Background: an optimization exercise with open tools, aiming at small area. Do not read the settings as production practice.
In this exercise RTL edits were held to simulation tests only and were not proved equivalent to the original.

## the reference run
// int_alu_top
module int_alu_top (
    input  logic        clk          ,
    input  logic        rst_n        ,
    input  logic        in_valid     ,
    input  logic [ 4:0] in_microop   ,
    input  logic [31:0] in_data1     ,
    input  logic [31:0] in_data2     ,
    input  logic [ 5:0] in_dest      ,
    input  logic [ 2:0] in_ticket    ,
    output logic        out_valid    ,
    output logic [ 5:0] out_dest     ,
    output logic [ 2:0] out_ticket   ,
    output logic [31:0] out_data     ,
    output logic        out_exception,
    output logic [ 3:0] out_cause    ,
    output logic        busy
);
make LEC_CHECK=0 ABC_AREA=1 CAP_MARGIN=20 CORE_MARGIN=2 CORE_UTILIZATION=70 SLEW_MARGIN=20 finish   # period 10.0 ns
run.sh (not shown) runs the stock make flow with config.mk's settings and CLKGATE_MAP_FILE= SYNTH_SCRIPT=/design/flow/synth_recipe.tcl, a recipe that flattens the netlist after the stock synthesis.
The reference run | stages: all done | timing, DRC, antenna: all pass
For the trial run, these inputs were changed with respect to the reference run:
# the reference run
export LEC_CHECK = 0
export ABC_AREA = 1
export CAP_MARGIN = 20
export CORE_MARGIN = 2
export CORE_UTILIZATION = 70
export SLEW_MARGIN = 20
create_clock -name core_clock -period 10.0 [get_ports {clk}]
# the trial run
export LEC_CHECK = 0
export ABC_AREA = 1
export CAP_MARGIN = 20
export CORE_MARGIN = 2
export CORE_UTILIZATION = 40
export SLEW_MARGIN = 20
create_clock -name core_clock -period 10.0 [get_ports {clk}]
- Note that the TritonCTS buffer count recorded for the trial run amounts to 1.11 times the value seen in the reference run.
- Sort the reference run and the trial run by routed wire length, descending, and the trial run comes first.
- The trial run against the reference run; y dimension of the die is up by more than a quarter.
- The trial run: mean routed wirelength per cell is 2.6 um lower than what the reference run reported.
- ms1[30]$_DFF_P_ as the critical path endpoint was reported by the reference run, and ms1[12]$_DFF_P_ by the trial run.
- Measured against the reference run, the final weighted congestion in routability-driven placement of the trial run comes out at 0.918 times the reference value.
- Taking the trial run as 1.0, the reference run lands at 0.907 on cell count.
- Compared to the reference run, the trial run reaches a higher achievable clock.
- From the trial run to the reference run, maximum buffer depth of the clock tree did not move at all.
- Compared with the reference run, the trial run shows a biggest fanout along the worst timing path that is 1 lower.
- For number of global-route vias before repair, dividing the value from the reference run by the value from the trial run gives 1.10.

========
int_alu_top, a different RTL version from the one above (not shown whole).
Size in the first run: about 130 I/O pins, roughly 39000 sq um of cells after synthesis.
clock: 10.0 ns
lec_check: 0
abc_area: 1
cap_margin: 20
core_margin: 2
core_utilization: 55
place_density: 0.75
slew_margin: 20
standard.sh (not shown) runs the stock make flow with config.mk's settings and CLKGATE_MAP_FILE= SYNTH_SCRIPT=/design/flow/synth_recipe.tcl, a recipe that flattens the netlist after the stock synthesis.
==> flow/flow/run.sh <==
#!/bin/bash
# The standard layout, except that the port buffers (which the standard
# flow inserts on every input and output) use the smallest buffer cell,
# sky130_fd_sc_hd__buf_1, instead of the one buffer_ports picks by default.
# Synthesis is the standard one, run unchanged. Each step's log is kept here;
# ORFS also keeps every tool's own log under orfs/logs/.
set -euo pipefail
bash standard.sh synth > synth.log 2>&1
bash standard.sh BUFFER_PORTS_ARGS="-buffer_cell sky130_fd_sc_hd__buf_1" finish > layout.log 2>&1
Edit:
==> flow/flow/run.sh (replaced) <==
#!/bin/bash
# The standard layout (standard synthesis, run unchanged), except:
# - the port buffers, which the standard flow inserts on every input and
#   output, use the smallest buffer cell, sky130_fd_sc_hd__buf_1, instead of
#   the one buffer_ports picks by default;
# - clock tree synthesis uses clkbuf_8 buffers and no dummy load cells.
# Each step's log is kept here; ORFS also keeps every tool's own log under
# orfs/logs/.
set -euo pipefail
bash standard.sh synth > synth.log 2>&1
bash standard.sh \
  BUFFER_PORTS_ARGS="-buffer_cell sky130_fd_sc_hd__buf_1" \
  CTS_ARGS="-sink_clustering_enable -repair_clock_nets -dont_use_dummy_load -buf_list sky130_fd_sc_hd__clkbuf_8" \
  finish > layout.log 2>&1
- CORE_UTILIZATION: 55 -> 65
- PLACE_DENSITY: 0.75 -> 0.8
=> Die area decreases by 15%. Synthesized cell count is unchanged. Fmax came out lower by 1.5%.
Edit:
- CORE_UTILIZATION: 65 -> 55
- PLACE_DENSITY: 0.8 -> 0.75
Outcome:
- sequential cell count is unchanged
- final area is about the same
- via count fell by 1.8%
- synthesized cell count stays the same
- first-iteration DRC count decreases by 3.3%
- hold slack stays flat
- wire length came out lower by 3.0%

========
int_alu_top, a different RTL version from the one above (not shown whole).
Size in the first run: about 130 I/O pins.
Settings: LEC_CHECK=0, ABC_AREA=1, CAP_MARGIN=20, CORE_MARGIN=2, CORE_UTILIZATION=55, PLACE_DENSITY=0.75, SLEW_MARGIN=20; clock period 10.0 ns.
==> flow/flow/run.sh <==
#!/bin/bash
# The standard layout (standard synthesis, run unchanged), except:
# - the port buffers, which the standard flow inserts on every input and
#   output, use the smallest buffer cell, sky130_fd_sc_hd__buf_1, instead of
#   the one buffer_ports picks by default;
# - clock tree synthesis adds no dummy load cells.
# Each step's log is kept here; ORFS also keeps every tool's own log under
# orfs/logs/.
set -euo pipefail
bash standard.sh synth > synth.log 2>&1
bash standard.sh \
  BUFFER_PORTS_ARGS="-buffer_cell sky130_fd_sc_hd__buf_1" \
  CTS_ARGS="-sink_clustering_enable -repair_clock_nets -dont_use_dummy_load" \
  finish > layout.log 2>&1
The starting point passed the timing, DRC and antenna checks.
==> next run, changes <==
- CORE_UTILIZATION: 55 -> 65
- PLACE_DENSITY: 0.75 -> 0.8
Register-to-register slack gets better by 360 ps.
Worst hold slack loses 25 ps.
Via count climbs by 1.5%.
Global-route usage grows by 8.8 points.
Non-clock buffer count goes down by 15.
Sequential share of layout area barely changes.
Worst setup slack is better by 22 ps.
Synthesized area is unchanged.
Routed wire length came out higher by about 0.75%.

========
Setup of v55:
RTL: one of the versions met above, not the one the previous note started from.
For scale: about 200 flip-flops, roughly 130 I/O pins, ~39000 um2 of cells after synthesis.
export LEC_CHECK = 0
export ABC_AREA = 1
export CAP_MARGIN = 20
export CORE_MARGIN = 2
export CORE_UTILIZATION = 55
export SLEW_MARGIN = 20
create_clock -name core_clock -period 10.0 [get_ports {clk}]
==> flow/flow/run.sh <==
#!/bin/bash
# The standard layout, except that the port buffers (which the standard
# flow inserts on every input and output) use the smallest buffer cell,
# sky130_fd_sc_hd__buf_1, instead of the one buffer_ports picks by default.
# Synthesis is the standard one, run unchanged. Each step's log is kept here;
# ORFS also keeps every tool's own log under orfs/logs/.
set -euo pipefail
bash standard.sh synth > synth.log 2>&1
bash standard.sh BUFFER_PORTS_ARGS="-buffer_cell sky130_fd_sc_hd__buf_1" CTS_ARGS="-sink_clustering_enable -repair_clock_nets -dont_use_dummy_load" finish > layout.log 2>&1
v55: flow completed, timing, DRC and antenna clean
The inputs of v43 differ from those of v55 as listed below.
Settings: SLEW_MARGIN now 0, was 20; CAP_MARGIN now 0, was 20.
==> flow/run.sh (new file) <==
#!/bin/bash
# synth_recipe.tcl (not shown) runs the flow's synth.tcl, then flattens the netlist and writes it again
# the make line also repeats each setting of config.mk as NAME=value (left out here)
make -C /OpenROAD-flow-scripts/flow DESIGN_CONFIG=/design/flow/config.mk WORK_HOME=/design/flow/orfs CLKGATE_MAP_FILE= SYNTH_SCRIPT=/design/flow/synth_recipe.tcl finish
removed: flow/flow/run.sh
removed: flow/standard.sh
## What came out
Compared with v55, average detailed-routed wire length per instance in v43 decreased slightly. Diff v55 -> v43: final critical path time including I/O delays and setup moved up, clock insertion delay at the later pin of the skew report has increased. As of v43, non-clock buffer total of the final layout had risen by more than 10% compared to v55. When the final numbers for v55 and v43 were put side by side, the post-synthesis to final-layout area growth turned out to be greater in v43.
The following lists how v8 was set up differently from v43:
Settings: a change of CAP_MARGIN from 0 to 20; an added CTS_BUF_LIST of sky130_fd_sc_hd__clkbuf_8; a change of SLEW_MARGIN from 0 to 20.
==> flow/flow/run.sh (new file) <==
#!/bin/bash
# The standard layout, except that the port buffers (which the standard
# flow inserts on every input and output) use the smallest buffer cell,
# sky130_fd_sc_hd__buf_1, instead of the one buffer_ports picks by default.
# Synthesis is the standard one, run unchanged. Each step's log is kept here;
# ORFS also keeps every tool's own log under orfs/logs/.
set -euo pipefail
bash standard.sh synth > synth.log 2>&1
bash standard.sh BUFFER_PORTS_ARGS="-buffer_cell sky130_fd_sc_hd__buf_1" CTS_ARGS="-sink_clustering_enable -repair_clock_nets -dont_use_dummy_load" finish > layout.log 2>&1
==> flow/standard.sh (new file) <==
#!/bin/bash
# synth_recipe.tcl (not shown) runs the flow's synth.tcl, then flattens the netlist and writes it again
# the make line also repeats each setting of config.mk as NAME=value (left out here)
make -C /OpenROAD-flow-scripts/flow DESIGN_CONFIG=/design/flow/config.mk WORK_HOME=/design/flow/orfs CLKGATE_MAP_FILE= SYNTH_SCRIPT=/design/flow/synth_recipe.tcl "${@:-finish}"
removed: flow/run.sh
Results
- From v43 to v8 the numbers moved as follows: time the final worst path needs with I/O delays and setup decreased by 160 ps relative to the old numbers, non-filler instance count after layout decreased by about 1.7% relative to the old numbers, worst relative slew slack closely matched the old numbers, via count decreased by about 1.8% relative to the old numbers.
- Compared with v43, in v8 total non-filler cell area in the finished layout saw a decrease; reg-to-reg setup timing slack saw an increase; net count of the finished layout saw a decrease; first-iteration DRC count saw a decrease.

========
## build 31
int_alu_top again, from the RTL that the note above started with.
Settings: LEC_CHECK=0, ABC_AREA=1, CAP_MARGIN=20, CORE_MARGIN=2, CORE_UTILIZATION=55, SLEW_MARGIN=20; clock period 10.0 ns.
==> flow/flow/run.sh <==
#!/bin/bash
# The standard layout, with the port buffers (which the standard flow also
# inserts) taken from the smallest buffer cell instead of clkdlybuf4s50_1.
set -euo pipefail
bash standard.sh BUFFER_PORTS_ARGS="-buffer_cell sky130_fd_sc_hd__buf_1" finish > layout.log 2>&1
The following lists how build 33 was set up differently from build 31:
==> flow/run.sh (new file) <==
#!/bin/bash
# synth_recipe.tcl (not shown) runs the flow's synth.tcl, then flattens the netlist and writes it again
# the make line also repeats each setting of config.mk as NAME=value (left out here)
make -C /OpenROAD-flow-scripts/flow DESIGN_CONFIG=/design/flow/config.mk WORK_HOME=/design/flow/orfs CLKGATE_MAP_FILE= SYNTH_SCRIPT=/design/flow/synth_recipe.tcl finish
removed: flow/flow/run.sh
removed: flow/standard.sh
==> comparison <==
Diff build 31 -> build 33 | final non-filler cell total | up slightly
From build 33 to build 31, synthesized area did not move at all.
Taking build 31 as the reference, in build 33 final-layout setup total negative slack essentially unchanged; HPWL reported at the end of detailed placement climbed 2.9%.
Modified inputs, build 74 compared to build 33
==> flow/flow/run.sh (new file) <==
#!/bin/bash
# The standard layout, except that the port buffers (which the standard
# flow inserts on every input and output) use the smallest buffer cell,
# sky130_fd_sc_hd__buf_1, instead of the one buffer_ports picks by default.
# Synthesis is the standard one, run unchanged. Each step's log is kept here;
# ORFS also keeps every tool's own log under orfs/logs/.
set -euo pipefail
bash standard.sh synth > synth.log 2>&1
bash standard.sh BUFFER_PORTS_ARGS="-buffer_cell sky130_fd_sc_hd__buf_1" finish > layout.log 2>&1
==> flow/standard.sh (new file) <==
#!/bin/bash
# synth_recipe.tcl (not shown) runs the flow's synth.tcl, then flattens the netlist and writes it again
# the make line also repeats each setting of config.mk as NAME=value (left out here)
make -C /OpenROAD-flow-scripts/flow DESIGN_CONFIG=/design/flow/config.mk WORK_HOME=/design/flow/orfs CLKGATE_MAP_FILE= SYNTH_SCRIPT=/design/flow/synth_recipe.tcl "${@:-finish}"
removed: flow/run.sh
Results
- Build 33 → build 74: proportion of cell area occupied by registers now sits higher; initial antenna violation count now sits higher.

static timing again, ports no longer ideal:
The flow's constraints put no driver on any port. The routed layouts listed below were extracted and timed again, unchanged, in two steps. Step 1 sets driving cells, clkbuf_16 on the clock port and buf_2 on the other inputs (assumed; they add their load-dependent delay and slew). Step 2 adds t to the input delays and takes it off the output delays; t is the mean of the earliest and latest rising clock arrival at the registers after step 1. Input paths then give back, and output paths get back, about the clock's delay inside the block. Three values: ideal, step 1, step 2; two values: the first two.
| run | t, ns | slack for setup (ns) | cell pins on the clock port's net |
|---|---|---|---|
| the reference run | 0.671 | 0.319 / 0.316 / -0.356 | 1 |
| the trial run | 0.704 | 0.649 / 0.688 / -0.016 | 1 |
| the first run of note 2 | 0.534 | 0.395 / 0.422 / -0.112 | 1 |
| the second run of note 2 | 0.577 | 0.248 / 0.224 / -0.053 | 1 |
| the third run of note 2 | 0.584 | 0.475 / 0.457 / -0.087 | 1 |
| the first run of note 3 | 0.503 | 0.322 / 0.294 / -0.154 | 1 |
| the second run of note 3 | 0.502 | 0.345 / 0.306 / -0.170 | 1 |
| v55 | 0.501 | 0.439 / 0.400 / 0.222 | 1 |
| v43 | 0.520 | 0.277 / 0.241 / 0.005 | 1 |
| v8 | 0.501 | 0.439 / 0.400 / 0.222 | 1 |
| build 31 | 0.520 | 0.444 / 0.406 / 0.141 | 1 |
| build 33 | 0.520 | 0.277 / 0.241 / 0.005 | 1 |
| build 74 | 0.520 | 0.444 / 0.406 / 0.141 | 1 |
With both steps, setup timing fails in 7 of these runs, where it was met with ideal ports. The setup slack of the reference run, which loses most, moves by -0.003 ns with the drivers and by -0.675 ns with both steps.
